What follows belongs to an exercise in optimizing a design on an open flow for small area and a short achievable clock period; a production flow would make more cautious choices.
The RTL was checked by simulation tests, not by an equivalence proof against the original design.
Power is estimated from default activity; no workload was simulated.

==> run E <==
Design schoolbook, start of the top module:
module schoolbook(clk, rst, a, b, c);
input clk;
input rst;
input [282:0] a;
input [282:0] b;
output [565:0] c;
reg  [282:0] areg;
reg  [282:0] hi;
reg  [282:0] lo;
reg  [8:0]   count;
reg          first;
reg          done;
wire [282:0] addend = lo[0] ? areg : 283'd0;
wire [283:0] s      = {1'b0, hi} + {1'b0, addend};
wire [283:0] s0     = {1'b0, b[0] ? a : 283'd0};
wire [283:0] sn     = first ? s0 : s;
assign c = {hi, lo};
always @(posedge clk) begin
	areg <= a;
	if (rst == 1'b0) begin
		count <= 9'd0;
		first <= 1'b1;
		done  <= 1'b0;
	end
	else begin
		first <= 1'b0;
		if (!done) count <= count + 9'd1;
		if (count == 9'd282) done <= 1'b1;
	end
	if (!done) begin
		hi <= sn[283:1];
		lo <= first ? {sn[0], b[282:1]} : {sn[0], lo[282:1]};
	end
end
endmodule
==> module schoolbook, before the edit <==
module schoolbook(clk, rst, a, b, c);
input clk;
input rst;
input [282:0] a;
input [282:0] b;
output [565:0] c;
reg  [282:0] areg;
reg  [282:0] hi;
reg  [282:0] lo;
reg  [8:0]   count;
reg          first;
reg          done;
wire [282:0] addend = lo[0] ? areg : 283'd0;
wire [283:0] s      = {1'b0, hi} + {1'b0, addend};
wire [283:0] s0     = {1'b0, b[0] ? a : 283'd0};
wire [283:0] sn     = first ? s0 : s;
assign c = {hi, lo};
always @(posedge clk) begin
	areg <= a;
	if (rst == 1'b0) begin
		count <= 9'd0;
		first <= 1'b1;
		done  <= 1'b0;
	end
	else begin
		first <= 1'b0;
		if (!done) count <= count + 9'd1;
		if (count == 9'd282) done <= 1'b1;
	end
	if (!done) begin
		hi <= sn[283:1];
		lo <= first ? {sn[0], b[282:1]} : {sn[0], lo[282:1]};
	end
end
endmodule
export LEC_CHECK = 0
export CAP_MARGIN = 20
export CORE_MARGIN = 2
export CORE_UTILIZATION = 25
export PLACE_DENSITY = 0.4
export SLEW_MARGIN = 20
create_clock -name core_clock -period 14.0 [get_ports {clk}]
run.sh (not shown) runs the stock make flow with config.mk's settings and CLKGATE_MAP_FILE= SYNTH_SCRIPT=/design/flow/synth_recipe.tcl, a recipe that flattens the netlist after the stock synthesis.
==> run B (differences from run E) <==
--- a/flow/design.v
+++ b/flow/design.v
@@ -5,5 +5,5 @@
 input [282:0] b;
 output [565:0] c;
-reg  [282:0] areg;
+reg  [282:0] am;
 reg  [282:0] hi;
 reg  [282:0] lo;
@@ -11,11 +11,10 @@
 reg          first;
 reg          done;
-wire [282:0] addend = lo[0] ? areg : 283'd0;
-wire [283:0] s      = {1'b0, hi} + {1'b0, addend};
-wire [283:0] s0     = {1'b0, b[0] ? a : 283'd0};
-wire [283:0] sn     = first ? s0 : s;
+wire         bn = first ? b[1] : lo[1];
+wire [283:0] s  = {1'b0, hi} + {1'b0, am};
+wire [283:0] sn = first ? {1'b0, b[0] ? a : 283'd0} : s;
 assign c = {hi, lo};
 always @(posedge clk) begin
-	areg <= a;
+	am <= bn ? a : 283'd0;
 	if (rst == 1'b0) begin
 		count <= 9'd0;
==> flow/flow/run.sh (new file) <==
#!/bin/bash
set -euo pipefail
bash standard.sh SETUP_SLACK_MARGIN=9 finish > standard.log 2>&1
==> flow/standard.sh (new file) <==
#!/bin/bash
# synth_recipe.tcl (not shown) runs the flow's synth.tcl, then flattens the netlist and writes it again
# the make line also repeats each setting of config.mk as NAME=value (left out here)
make -C /OpenROAD-flow-scripts/flow DESIGN_CONFIG=/design/flow/config.mk WORK_HOME=/design/flow/orfs CLKGATE_MAP_FILE= SYNTH_SCRIPT=/design/flow/synth_recipe.tcl "${@:-finish}"
CORE_UTILIZATION = 50   (was 25)
PLACE_DENSITY = 0.6   (was 0.4)
removed: flow/run.sh
==> notes.md <==
status=timing/DRC/antenna clean; met1 Use GR=0.290; Worst R2R Path Depth=20; die outline width=459 um; total chip power=~12 mW; adder-cell share of the synthesized area=0.0693; Routed Wire Length=284 mm; vias after detailed routing=around 48,000; Commonest cells post-synth=nand2_1 (717), o21ai_0 (617), edfxtp_1 (566), a21oi_1 (563), nor2_1 (341); worst slew pin tran=1.20 ns
Source of the figures above: run E

==> notes.md <==
Final Cell Area=around 70,000 um2; Commonest cells post-synth=nand2_1 (726), o21ai_0 (599), a21oi_1 (567), edfxtp_1 (566), nor2_1 (344); initial antenna violation count=54; total chip power=between 10 and 15 mW; adder-cell share of the synthesized area=0.0685; Worst R2R Path Depth=18; die outline width=roughly 330 um; worst slew pin tran=between 1 and 1.5 ns; status=timing/DRC/antenna clean; post-synthesis xor/xnor area fraction=0.0464; vias after detailed routing=between 50,000 and 60,000
Source of the figures above: run B



==> run a <==
Another version of the RTL of schoolbook (not shown whole).
==> flow/config.mk <==
export PLATFORM = sky130hd
export DESIGN_NAME = schoolbook
export DESIGN_NICKNAME = schoolbook
export VERILOG_FILES = /design/flow/design.v
export SDC_FILE = /design/flow/constraint.sdc
export NUM_CORES = 4
export LEC_CHECK = 0
export CAP_MARGIN = 20
export CORE_AREA = 5 5 395 395
export DIE_AREA = 0 0 400 400
export PLACE_DENSITY = 0.35
export SETUP_SLACK_MARGIN = 5
export SLEW_MARGIN = 40
==> flow/constraint.sdc <==
create_clock -name core_clock -period 14.0 [get_ports {clk}]
set_input_delay 2.8000 -clock core_clock [delete_from_list [all_inputs] [get_ports {clk}]]
set_output_delay 2.8000 -clock core_clock [all_outputs]
set_load 0.01 [all_outputs]
Stock flow here: none of the scripts above is used.
==> inputs of run b, as changes to run a <==
==> flow/flow/run.sh (new file) <==
#!/bin/bash
set -euo pipefail
bash standard.sh SETUP_SLACK_MARGIN=9.75 BUFFER_PORTS_ARGS="-buffer_cell sky130_fd_sc_hd__buf_1" CTS_ARGS="-sink_clustering_enable -repair_clock_nets -dont_use_dummy_load" finish > standard.log 2>&1
==> flow/standard.sh (new file) <==
#!/bin/bash
# synth_recipe.tcl (not shown) runs the flow's synth.tcl, then flattens the netlist and writes it again
# the make line also repeats each setting of config.mk as NAME=value (left out here)
make -C /OpenROAD-flow-scripts/flow DESIGN_CONFIG=/design/flow/config.mk WORK_HOME=/design/flow/orfs CLKGATE_MAP_FILE= SYNTH_SCRIPT=/design/flow/synth_recipe.tcl "${@:-finish}"
GPL_ROUTABILITY_DRIVEN = 0   (was default)
SETUP_SLACK_MARGIN = default   (was 5)
removed: flow/run.sh
==> inputs of run c, as changes to run a <==
==> flow/flow/run.sh (new file) <==
#!/bin/bash
set -euo pipefail
bash standard.sh SETUP_SLACK_MARGIN=9.75 BUFFER_PORTS_ARGS="-buffer_cell sky130_fd_sc_hd__buf_1" finish > standard.log 2>&1
==> flow/standard.sh (new file) <==
#!/bin/bash
# synth_recipe.tcl (not shown) runs the flow's synth.tcl, then flattens the netlist and writes it again
# the make line also repeats each setting of config.mk as NAME=value (left out here)
make -C /OpenROAD-flow-scripts/flow DESIGN_CONFIG=/design/flow/config.mk WORK_HOME=/design/flow/orfs CLKGATE_MAP_FILE= SYNTH_SCRIPT=/design/flow/synth_recipe.tcl "${@:-finish}"
SETUP_SLACK_MARGIN = default   (was 5)
removed: flow/run.sh
==> inputs of run d, as changes to run a <==
==> flow/flow/run.sh (new file) <==
#!/bin/bash
set -euo pipefail
bash standard.sh SETUP_SLACK_MARGIN=10 BUFFER_PORTS_ARGS="-buffer_cell sky130_fd_sc_hd__buf_1" finish > standard.log 2>&1
==> flow/standard.sh (new file) <==
#!/bin/bash
# synth_recipe.tcl (not shown) runs the flow's synth.tcl, then flattens the netlist and writes it again
# the make line also repeats each setting of config.mk as NAME=value (left out here)
make -C /OpenROAD-flow-scripts/flow DESIGN_CONFIG=/design/flow/config.mk WORK_HOME=/design/flow/orfs CLKGATE_MAP_FILE= SYNTH_SCRIPT=/design/flow/synth_recipe.tcl "${@:-finish}"
CTS_CLUSTER_DIAMETER = 60   (was default)
CTS_CLUSTER_SIZE = 30   (was default)
PLACE_DENSITY = 0.6   (was 0.35)
SETUP_SLACK_MARGIN = default   (was 5)
removed: flow/run.sh
==> results.toml <==
[run_status]
status = "timing/DRC/antenna clean"

[finish]
sh_seq_area_pct = 38.2
drive_above_1_share_pct = 9.96
final_cell_mix = "1133 x clkdlybuf4s50_1, 566 x edfxtp_1, 349 x nand2_1"

[global_route]
via_count_of_the_first_global_routing_pass = 33906

[timing]
worst_slack_ns = 8.64

[power_and_ir_drop]
power.sequential.total_uw = 3550
power-top-group = "sequential cells"
the above is filed under run a

==> results.toml <==
[finish]
drive_above_1_share_pct = 33.7
final_cell_mix = "589 x buf_1, 566 x edfxtp_1, 429 x buf_4"
sh_seq_area_pct = 37.3

[timing]
worst_slack_ns = 9.55
timing.slew.headroom_pct = 21.8

[power_and_ir_drop]
power-top-group = "combinational cells"
power.sequential.total_uw = 3590

[global_route]
via_count_of_the_first_global_routing_pass = 35038

[run_status]
status = "timing/DRC/antenna clean"
the above is filed under run d

==> results.toml <==
[finish]
sh_seq_area_pct = 42.6
final_cell_mix = "951 x buf_1, 566 x edfxtp_1, 348 x nand2_1"
drive_above_1_share_pct = 15.7

[timing]
worst_slack_ns = 9.75

[power_and_ir_drop]
power.sequential.total_uw = 3560
clock_group_power_uw = 2450
combinational_share_of_power_pct = 32.7

[run_status]
status = "timing/DRC/antenna clean"

[worst_setup_path]
crit_chain = "buf_6"

[yosys]
synth-xor-area-share_pct = 5.59
the above is filed under run b

==> results.toml <==
[run_status]
status = "timing/DRC/antenna clean"

[timing]
worst_slack_ns = 9.73

[finish]
sh_seq_area_pct = 41.8
drive_above_1_share_pct = 17.4
final_cell_mix = "927 x buf_1, 566 x edfxtp_1, 348 x nand2_1"

[global_route]
via_count_of_the_first_global_routing_pass = 34108

[power_and_ir_drop]
power.sequential.total_uw = 3560
the above is filed under run c

[what the ideal ports hide]
The flow's constraints put no driver on any port. The routed layouts listed below were extracted and timed again, unchanged, in two steps.
Step 1 assumes that a clkbuf_16 drives the clock port and a buf_2 every other input.
Step 2, shift: input delay + t, output delay - t, t = (earliest + latest rising clock arrival at the registers) / 2. This alone moves slack from input paths to output paths.
Slacks: no drivers / after step 1 / after step 2; pairs: no drivers / after step 1.
| run | t, ns | setup WS [ns] | pins driven straight from the clock port |
|---|---|---|---|
| run E of note 1 | 0.867 | 6.145 / 6.145 / 6.145 | 1 |
| run B of note 1 | 0.790 | 8.911 / 8.911 / 8.287 | 1 |
| run a of note 2 | 0.788 | 8.635 / 8.635 / 8.635 | 1 |
| run b of note 2 | 0.783 | 9.751 / 9.667 / 9.150 | 1 |
| run c of note 2 | 0.792 | 9.730 / 9.645 / 9.236 | 1 |
| run d of note 2 | 0.781 | 9.553 / 9.483 / 9.359 | 1 |
After both steps every run listed still meets setup and hold. The setup slack of run B of note 1, which loses most, moves by 0.000 ns with the drivers and by -0.624 ns with both steps.
